Context: an optimization exercise on an open-source flow, tuned for small area and a short achievable clock period. The choices shown serve that exercise and are no tape-out recipe. No run shown here included a check of the RTL's function; only the layout flow was run.

==> flow/design.v (outline; a module is shown in full before it is edited, if it fits) <==
// module iir: 1536 lines
// module iir_fa: 4 lines
// module iir_ha: 4 lines
// module iir_aoi21: 3 lines
// module iir_oai21: 3 lines
// module iir_nand2: 3 lines
// module iir_nor2: 3 lines
// module iir_inv: 3 lines
// module iir_xnor2: 3 lines
module iir(
    input signed [31:0] x,
    input clk,
    input reset,
    output signed [31:0] y
    );
  // ...
==> flow/flow/run.sh <==
#!/bin/bash
# The standard ORFS layout with extra make settings:
#   BUFFER_PORTS_ARGS="-buffer_cell sky130_fd_sc_hd__buf_2" ABC_LOAD_IN_FF=1 CTS_ARGS="-sink_clustering_enable -repair_clock_nets -dont_use_dummy_load -buf_list sky130_fd_sc_hd__clkbuf_4"
# Each ORFS step keeps its full log under orfs/logs; make's own output goes to flow.log.
set -o pipefail
bash standard.sh BUFFER_PORTS_ARGS="-buffer_cell sky130_fd_sc_hd__buf_2" ABC_LOAD_IN_FF=1 CTS_ARGS="-sink_clustering_enable -repair_clock_nets -dont_use_dummy_load -buf_list sky130_fd_sc_hd__clkbuf_4" finish > flow.log 2>&1
==> flow/standard.sh <==
#!/bin/bash
# synth_recipe.tcl (not shown) runs the flow's synth.tcl, then flattens the netlist and writes it again
# the make line also repeats each setting of config.mk as NAME=value (left out here)
make -C /OpenROAD-flow-scripts/flow DESIGN_CONFIG=/design/flow/config.mk WORK_HOME=/design/flow/orfs CLKGATE_MAP_FILE= SYNTH_SCRIPT=/design/flow/synth_recipe.tcl "${@:-finish}"
==> flow/config.mk <==
export PLATFORM = sky130hd
export DESIGN_NAME = iir
export DESIGN_NICKNAME = iir
export VERILOG_FILES = /design/flow/design.v
export SDC_FILE = /design/flow/constraint.sdc
export NUM_CORES = 4
export LEC_CHECK = 0
export CAP_MARGIN = 20
export CORE_MARGIN = 2
export CORE_UTILIZATION = 70
export SETUP_SLACK_MARGIN = 4.0
export SLEW_MARGIN = 20
export SYNTH_HIERARCHICAL = 1
export TNS_END_PERCENT = 0
==> flow/constraint.sdc <==
create_clock -name core_clock -period 11.0 [get_ports {clk}]
set_input_delay 2.2000 -clock core_clock [delete_from_list [all_inputs] [get_ports {clk}]]
set_output_delay 2.2000 -clock core_clock [all_outputs]
set_load 0.01 [all_outputs]
==> flow_metrics.py, run 1 <==
metrics = {
    "die": {
        "initial_core_util_pct": 71.1,
        "io_pins": 66,
        "tap_cells": 133,
    },
    "synth": {
        "syn_area_sq_um": 6820,
        "syn_avg_cell_area_sq_um": 9.63,
        "yosys.area_share.simple_pct": 6.55,
        "syn_inst": 708,
        "synth_xor_area_share_pct": 15.3,
        "synth_fa_ha_area_share_pct": 37.4,
        "synth.most_common_cell": "a21oi_1",
    },
    "critical_path": {
        "critPathCaptureType": "output port",
        "rrSetupSlack_ns": 5.70,
    },
    "layout": {
        "final_area_sq_um": 7420,
        "fin_cells": 914,
        "drive_gt1_share_pct": 11.0,
        "diodes": 0,
        "final_cell_mix": "88 x fa_1, 82 x a21oi_1, 81 x inv_1, 81 x o21ai_1, 78 x nand2_1",
        "nets": 968,
        "final_core_util_pct": 77.3,
        "largest_class": "multi-input combinational cells",
        "layout.non_clock_inverters": 82,
    },
    "flow_run": {
        "maxCapViolCount": 0,
    },
    "global_routing": {
        "met1_usage_pct": 41.0,
        "grt_pass1_vias": 5464,
    },
    "outcome": {
        "status": "no timing/DRC/antenna violations",
    },
    "clocking": {
        "max-clock-path-buffers": 2,
        "cts.clk_slew.worst_paths_ns": 0.10,
    },
    "sta": {
        "fin_skew_ns": 0.0236,
        "hold_viol_final": 0,
    },
    "placement": {
        "placed_cells_incl_taps": 905,
        "io_buffers": 65,
        "gp_congestion": 0.963,
    },
    "drt": {
        "routedWlPerCell_microns": 17.5,
    },
    "min_path": {
        "min_from": "s1[0]$_DFF_PP0_",
    },
}
==> inputs of run 2 (changes only) <==
==> flow/flow/run.sh (replaced) <==
#!/bin/bash
# The standard ORFS layout with extra make settings:
#   BUFFER_PORTS_ARGS="-buffer_cell sky130_fd_sc_hd__buf_2" ABC_LOAD_IN_FF=1 SETUP_MOVE_SEQUENCE=sizeup,swap CTS_ARGS="-sink_clustering_enable -repair_clock_nets -dont_use_dummy_load -buf_list sky130_fd_sc_hd__clkbuf_4"
# Each ORFS step keeps its full log under orfs/logs; make's own output goes to flow.log.
set -o pipefail
bash standard.sh BUFFER_PORTS_ARGS="-buffer_cell sky130_fd_sc_hd__buf_2" ABC_LOAD_IN_FF=1 SETUP_MOVE_SEQUENCE=sizeup,swap CTS_ARGS="-sink_clustering_enable -repair_clock_nets -dont_use_dummy_load -buf_list sky130_fd_sc_hd__clkbuf_4" finish > flow.log 2>&1
--- a/flow/config.mk
+++ b/flow/config.mk
@@ -11,4 +11,3 @@
 export SETUP_SLACK_MARGIN = 4.0
 export SLEW_MARGIN = 20
 export SYNTH_HIERARCHICAL = 1
-export TNS_END_PERCENT = 0
==> flow_metrics.py, run 2 <==
metrics = {
    "synth": {
        "ys_types": 11,
        "yosys.area_share.simple_pct": 6.55,
        "synth_top_area_share_pct": 25.8,
        "synthMuxAreaShare_pct": 0,
        "async_flop_share_pct": 100,
        "yosys-top-cells-area": "fa_1 26%, dfrtp_1 23%, ha_1 12%",
        "syn_avg_cell_area_sq_um": 9.63,
        "syn_inst": 708,
        "synth_nets": 893,
        "yosysSeqAreaShare_pct": 23.5,
        "synth_top_family_by_area": "adder cells",
        "ys_top_cells_by_count": "89 x a21oi_1, 88 x fa_1, 82 x inv_1, 82 x o21ai_1, 78 x nand2_1",
        "yosys_register_bits": 64,
        "synth.most_common_cell": "a21oi_1",
        "synth_fa_ha_area_share_pct": 37.4,
        "syn_area_sq_um": 6820,
        "synth_flop_cell": "dfrtp_1",
        "synth_xor_area_share_pct": 15.3,
        "ys_warn_count": 7,
        "synth_edf_count": 0,
        "synth_compound_area_share_pct": 12.6,
        "synth_top_area_cell": "fa_1",
    },
    "global_routing": {
        "antenna_found_initial": 0,
        "grt_max_degree": 65,
        "grtUsageTotal_pct": 33.1,
        "grt_pass1_vias": 5473,
        "grt.overflow.total": 0,
        "grt_pass1_wl_microns": 25900,
    },
    "sta": {
        "max_freq_ghz": 0.145,
        "min_period_over_period_pct": 62.8,
        "worstMarginPinSlew_ns": 0.839,
        "grt_setup_unrepaired": "true",
        "finalSetupTns_ns": 0,
        "fin_crit_ns": 6.91,
        "fin_skew_ns": 0.0261,
        "hold_viol_final": 0,
        "hold_ws_ns": 0.498,
        "setup_viol": 0,
        "slew_violations": 0,
        "maxSlewHeadroom_pct": 44.0,
    },
    "clocking": {
        "cts_made_buffers": 9,
        "clkSinkCount": 64,
        "cts_max_level": 3,
        "clk_latency_ns": 0.41,
        "max-clock-path-buffers": 2,
        "cts-root-buf": "clkbuf_4",
        "cts.clk_slew.worst_paths_ns": 0.10,
        "cts_hold_buffers": 0,
        "cts_tree": "done",
    },
    "critical_path": {
        "critPathRequiredTime_ns": 8.80,
        "worstSetupPathType": "in -> out",
        "reg2regPathDepth": 20,
        "path_max_fanout": 4,
        "cp-start-kind": "input pin",
        "critPathCaptureType": "output port",
        "rrSetupSlack_ns": 5.69,
        "worstPathArrival_ns": 4.71,
    },
    "drt": {
        "drt_first_pass_iters": 5,
        "vias": 5147,
        "post-route-drc-count": 0,
        "via_per_inst": 5.63,
        "routedWlPerCell_microns": 17.5,
        "drt_iter0_markers": 184,
        "drtAntennaViolNets": 0,
        "drt-total-wl_microns": 16000,
    },
    "die": {
        "core_sq_um": 9590,
        "dieArea_sq_um": 10500,
        "initial_core_util_pct": 71.1,
        "fp.dieW_microns": 103,
        "io_pins": 66,
        "num_rows": 36,
        "die_y_microns": 103,
    },
    "min_path": {
        "min_path_cells": 0,
        "hold_path.class": "reg -> reg",
    },
    "outcome": {
        "status": "no timing/DRC/antenna violations",
    },
    "layout": {
        "final_common_cell": "fa_1",
        "fin_cells": 914,
        "largestRegisters": "r2 x32, s1 x32",
        "syn_to_final_growth_pct": 9.23,
        "drive_gt1_share_pct": 11.9,
        "diodes": 0,
        "final_cell_mix": "88 x fa_1, 81 x inv_1, 79 x o21ai_1",
        "fill_cells": 712,
        "final_core_util_pct": 77.6,
        "nets": 968,
    },
    "flow_run": {
        "maxCapViolCount": 0,
    },
    "placement": {
        "gp_congestion": 0.963,
        "dp_hpwl_microns": 13600,
        "io_buffers": 65,
        "placed_cells_incl_taps": 905,
    },
}
[run 2: cell counts after synthesis]
Identical to the previous run, type by type.
[run 2: layout make-up]
type                       count  area, sq um  share of cell area (%)
tap                          133          166                    2.23
sequential                    64         1600                    21.5
clock buffer                   9         67.6                   0.907
multi-input combinational    560         4970                    66.8
inverter                      82          308                    4.13
timing repair buffer          66          333                    4.47
[run 2: kinds of logic (layout without fill, tap and decap cells)]
family | count (synthesis) | after routing
compound gates | 171 | 171
xor+xnor | 119 | 119
fa+ha+maj | 151 | 151
buf+inv | 84 | 157
flops | 64 | 64
simple gates | 119 | 119
[run 2: repair_timing]
item	in CTS	in global routing
setup buffers	0	0
gates cloned	0	0
resized for setup	2	16
pin swaps	0	7
setup endpoints to repair	4	11
[run 2: layer usage]
layer	global-route usage, %	routed length (microns)	up-vias
met4	14.7	544	0
met3	4.68	784	35
li1	-	-	2452
met5	0	0	-
met2	58.0	8230	149
met1	41.0	6400	2511
[run 2: path summary, 6_finish.rpt]
path                                          to             from
worst max-delay path                       y[19]            x[14]
worst min-delay path             r2[0]$_DFF_PP0_  s1[0]$_DFF_PP0_
worst max register to register  s1[31]$_DFF_PP0_  s1[4]$_DFF_PP0_
worst min register to register   r2[0]$_DFF_PP0_  s1[0]$_DFF_PP0_
max in group asynchronous       s1[13]$_DFF_PP0_            reset
min in group asynchronous        r2[2]$_DFF_PP0_            reset
[run 2: critical path, cell delays in order]
cell and delay [ns]:
buf_2 0.16, fa_1 0.53, ha_1 0.35, a21oi_1 0.21, o21ai_1 0.14, a21oi_1 0.21
o21ai_1 0.11, a21oi_2 0.21, o21ai_1 0.14, xor2_1 0.27, buf_2 0.19
[run 2: per-stage QoR]
stage               area (sq um)  worst slack [ns]
global route                7450              3.97
floorplan                   6820              4.62
global placement            7300              3.73
finish                      7450              4.09
detailed placement          7300              3.67
CTS                         7380              4.02
[run 2: modules after synthesis, one instance, submodules excluded, a selection]
module,copies in the design,cells inside,flops+latches
iir_nor2,41,1,0
iir_oai21,82,1,0
iir_xnor2,28,1,0
iir_nand2,78,1,0
iir_aoi21,89,1,0
iir_inv,48,1,0
iir_fa,88,1,0
iir,1,193,64
==> inputs of run 3 (changes only) <==
--- a/flow/config.mk
+++ b/flow/config.mk
@@ -8,6 +8,6 @@
 export CAP_MARGIN = 20
 export CORE_MARGIN = 2
 export CORE_UTILIZATION = 70
-export SETUP_SLACK_MARGIN = 4.0
+export SETUP_SLACK_MARGIN = 4.2
 export SLEW_MARGIN = 20
 export SYNTH_HIERARCHICAL = 1
==> flow_metrics.py, run 3 <==
metrics = {
    "layout": {
        "final_common_cell": "fa_1",
        "syn_to_final_growth_pct": 16.0,
        "nets": 968,
        "final_cell_mix": "87 x fa_1, 81 x inv_1, 73 x xnor2_1",
        "drive_gt1_share_pct": 21.4,
        "largestRegisters": "r2 x32, s1 x32",
        "diodes": 0,
    },
    "synth": {
        "syn_area_sq_um": 6820,
        "synth_flop_cell": "dfrtp_1",
        "syn_inst": 708,
        "ys_warn_count": 7,
        "synth.most_common_cell": "a21oi_1",
        "synth_edf_count": 0,
        "synth_top_area_share_pct": 25.8,
        "ys_top_cells_by_count": "89 x a21oi_1, 88 x fa_1, 82 x inv_1, 82 x o21ai_1, 78 x nand2_1",
        "syn_avg_cell_area_sq_um": 9.63,
        "synth_nets": 893,
        "ys_types": 11,
        "synth_top_area_cell": "fa_1",
        "async_flop_share_pct": 100,
        "yosys_register_bits": 64,
        "yosysSeqAreaShare_pct": 23.5,
        "yosys-top-cells-area": "fa_1 26%, dfrtp_1 23%, ha_1 12%",
    },
    "drt": {
        "post-route-drc-count": 0,
        "drtAntennaViolNets": 0,
        "drt_iter0_markers": 243,
        "vias": 5297,
        "via_per_inst": 5.80,
        "drt_first_pass_iters": 5,
        "routedWlPerCell_microns": 18.8,
        "drt-total-wl_microns": 17200,
    },
    "critical_path": {
        "worst_r2r_endpoint": "s1[31]$_DFF_PP0_",
        "rrSetupSlack_ns": 5.82,
        "crit_cells": 11,
        "max_stage_delay_ns": 0.49,
        "critPathTopFamily": "adder cells",
        "worstPathArrival_ns": 4.66,
        "cp-start-kind": "input pin",
        "cp_slowest_cell": "fa_1",
        "timing.rr.start": "s1[4]$_DFF_PP0_",
        "critPathRequiredTime_ns": 8.80,
        "reg2regPathDepth": 20,
        "critPathCaptureType": "output port",
        "path_max_fanout": 4,
        "worstSetupPathType": "in -> out",
        "path_cells": "buf_2, fa_1, ha_1, nand2_2, o21ai_2, a21oi_2, o21ai_1, a21oi_4, o21ai_1, xor2_1, buf_2",
        "path_buf_inv": 2,
    },
    "global_routing": {
        "grt_pass1_vias": 5544,
        "grtUsageTotal_pct": 33.4,
        "grt_max_degree": 65,
        "grt_pass1_wl_microns": 26200,
        "antenna_found_initial": 0,
        "grt.overflow.total": 0,
    },
    "die": {
        "num_rows": 36,
        "fp.dieW_microns": 103,
        "dieArea_sq_um": 10500,
        "die_y_microns": 103,
        "io_pins": 66,
        "core_sq_um": 9590,
        "initial_core_util_pct": 71.1,
    },
    "flow_run": {
        "maxCapViolCount": 0,
    },
    "min_path": {
        "hold_path.class": "reg -> reg",
        "min_path_cells": 0,
        "min_from": "s1[0]$_DFF_PP0_",
        "hold_end": "r2[0]$_DFF_PP0_",
    },
    "clocking": {
        "clk_latency_ns": 0.42,
        "cts.clk_slew.worst_paths_ns": 0.10,
        "cts-root-buf": "clkbuf_4",
        "cts_tree": "done",
        "cts_hold_buffers": 0,
        "cts_max_level": 3,
        "max-clock-path-buffers": 2,
        "clkSinkCount": 64,
        "cts_made_buffers": 9,
    },
    "sta": {
        "maxSlewHeadroom_pct": 43.6,
        "grt_setup_unrepaired": "true",
        "min_period_over_period_pct": 62.3,
        "finalSetupTns_ns": 0,
        "slew_violations": 0,
        "fin_crit_ns": 6.86,
        "fin_skew_ns": 0.0250,
        "worstMarginPinSlew_ns": 0.846,
        "hold_viol_final": 0,
        "max_freq_ghz": 0.146,
        "setup_viol": 0,
    },
    "outcome": {
        "status": "no timing/DRC/antenna violations",
    },
    "placement": {
        "gp_congestion": 0.963,
        "io_buffers": 65,
        "dp_hpwl_microns": 13600,
    },
}
run 3: changes by cell type in the layout (fill, tap and decap cells not counted), moves of 10 or more:
cell     change
nor2_1      -14
ha_4        +11
o21ai_2     +10
o21ai_1     -14
nand2_1     -10
a21oi_1     -20
a21oi_2     +14
ha_1        -12
nand2_2     +10
run 3: worst max-delay path by stage:
stage	from	to	slack, ns
finish	x[9]	y[25]	4.14
global route	x[9]	y[25]	4.10
CTS	x[12]	y[23]	4.19
detailed placement	x[2]	s1[31]$_DFF_PP0_	3.67
global placement	x[2]	s1[31]$_DFF_PP0_	3.73
floorplan	x[4]	y[31]	4.62
run 3: layout make-up:
class	instances	area, sq um
flip-flops and latches	64	1600
clock buffers	9	67.6
multi-input cells	560	5440
well taps	133	166
repair buffers	66	333
inverters	82	308
fillers	627	1680
run 3: per-layer routing:
layer / wire [microns] / vias to the layer above / track usage [%]
met5: 0 / - / 0
met4: 813 / 0 / 16.5
met3: 702 / 52 / 4.88
met2: 8920 / 160 / 57.9
met1: 6780 / 2634 / 41.1
li1: - / 2451 / -
run 3: cell families (layout without fill, tap and decap cells):
kind of cell | after synthesis | count (layout) | synth area share, %
AO/OA/AOI/OAI | 171 | 171 | 12.6
adder cells (fa/ha/maj) | 151 | 151 | 37.4
XOR/XNOR | 119 | 119 | 15.3
AND/OR/NAND/NOR | 119 | 119 | 6.55
buffers and inverters | 84 | 157 | 4.73
flip-flops | 64 | 64 | 23.5
run 3: what timing repair did:
item                                    4_1_cts  5_1_grt
endpoints found under the setup margin       16       21
resized for setup                            29       82
pin swaps                                     8       25
buffers inserted                              0        0
run 3: stage by stage:
| step | worst slack [ns] | instances | utilization [%] | hold WS (ns) | instance area (sq um) |
|---|---|---|---|---|---|
| 6_report | 4.14 | 914 | 82.5 | 0.497 | 7910 |
| 3_5_place_dp | 3.67 | 905 | 76.1 | 0.487 | 7300 |
| 3_3_place_gp | 3.73 | 905 | 76.1 | 0.459 | 7300 |
| 5_1_grt | 4.10 | 914 | 82.5 | 0.514 | 7910 |
| 2_1_floorplan | 4.62 | 708 | - | 0.418 | 6820 |
| 4_1_cts | 4.19 | 914 | 78.2 | 0.502 | 7500 |
run 3: per-module statistics from Yosys (local to each module, per instance), excerpt:
module     flip-flops and latches  copies in the design
iir_aoi21                       0                    89
iir_fa                          0                    88
iir_ha                          0                    61
iir_nand2                       0                    78
iir_nor2                        0                    41
iir_oai21                       0                    82
iir_xnor2                       0                    28

[afterwards: timing with drivers on the ports]
Ports are ideal in the flow. The routed layouts listed here were re-timed in OpenROAD.
Step 1 assumes that a clkbuf_16 drives the clock port and a buf_2 every other input.
Step 2 also shifts input and output timing later by t, the mid clock arrival at the registers, as if the neighbouring blocks saw the same clock.
Three values: ideal ports, drivers, drivers and shift; two values: the first two.
| run | shift t [ns] | slack for setup (ns) | worst register clock-pin slew, ns |
|---|---|---|---|
| run 1 | 0.436 | 4.066 / 4.044 / 3.893 | 0.11 / 0.11 |
| run 2 | 0.432 | 4.089 / 4.064 / 3.891 | 0.11 / 0.11 |
| run 3 | 0.436 | 4.143 / 4.121 / 3.988 | 0.11 / 0.11 |
After both steps every run listed still meets setup and hold. The setup slack of run 2, which loses most, moves by -0.025 ns with the drivers and by -0.198 ns with both steps.
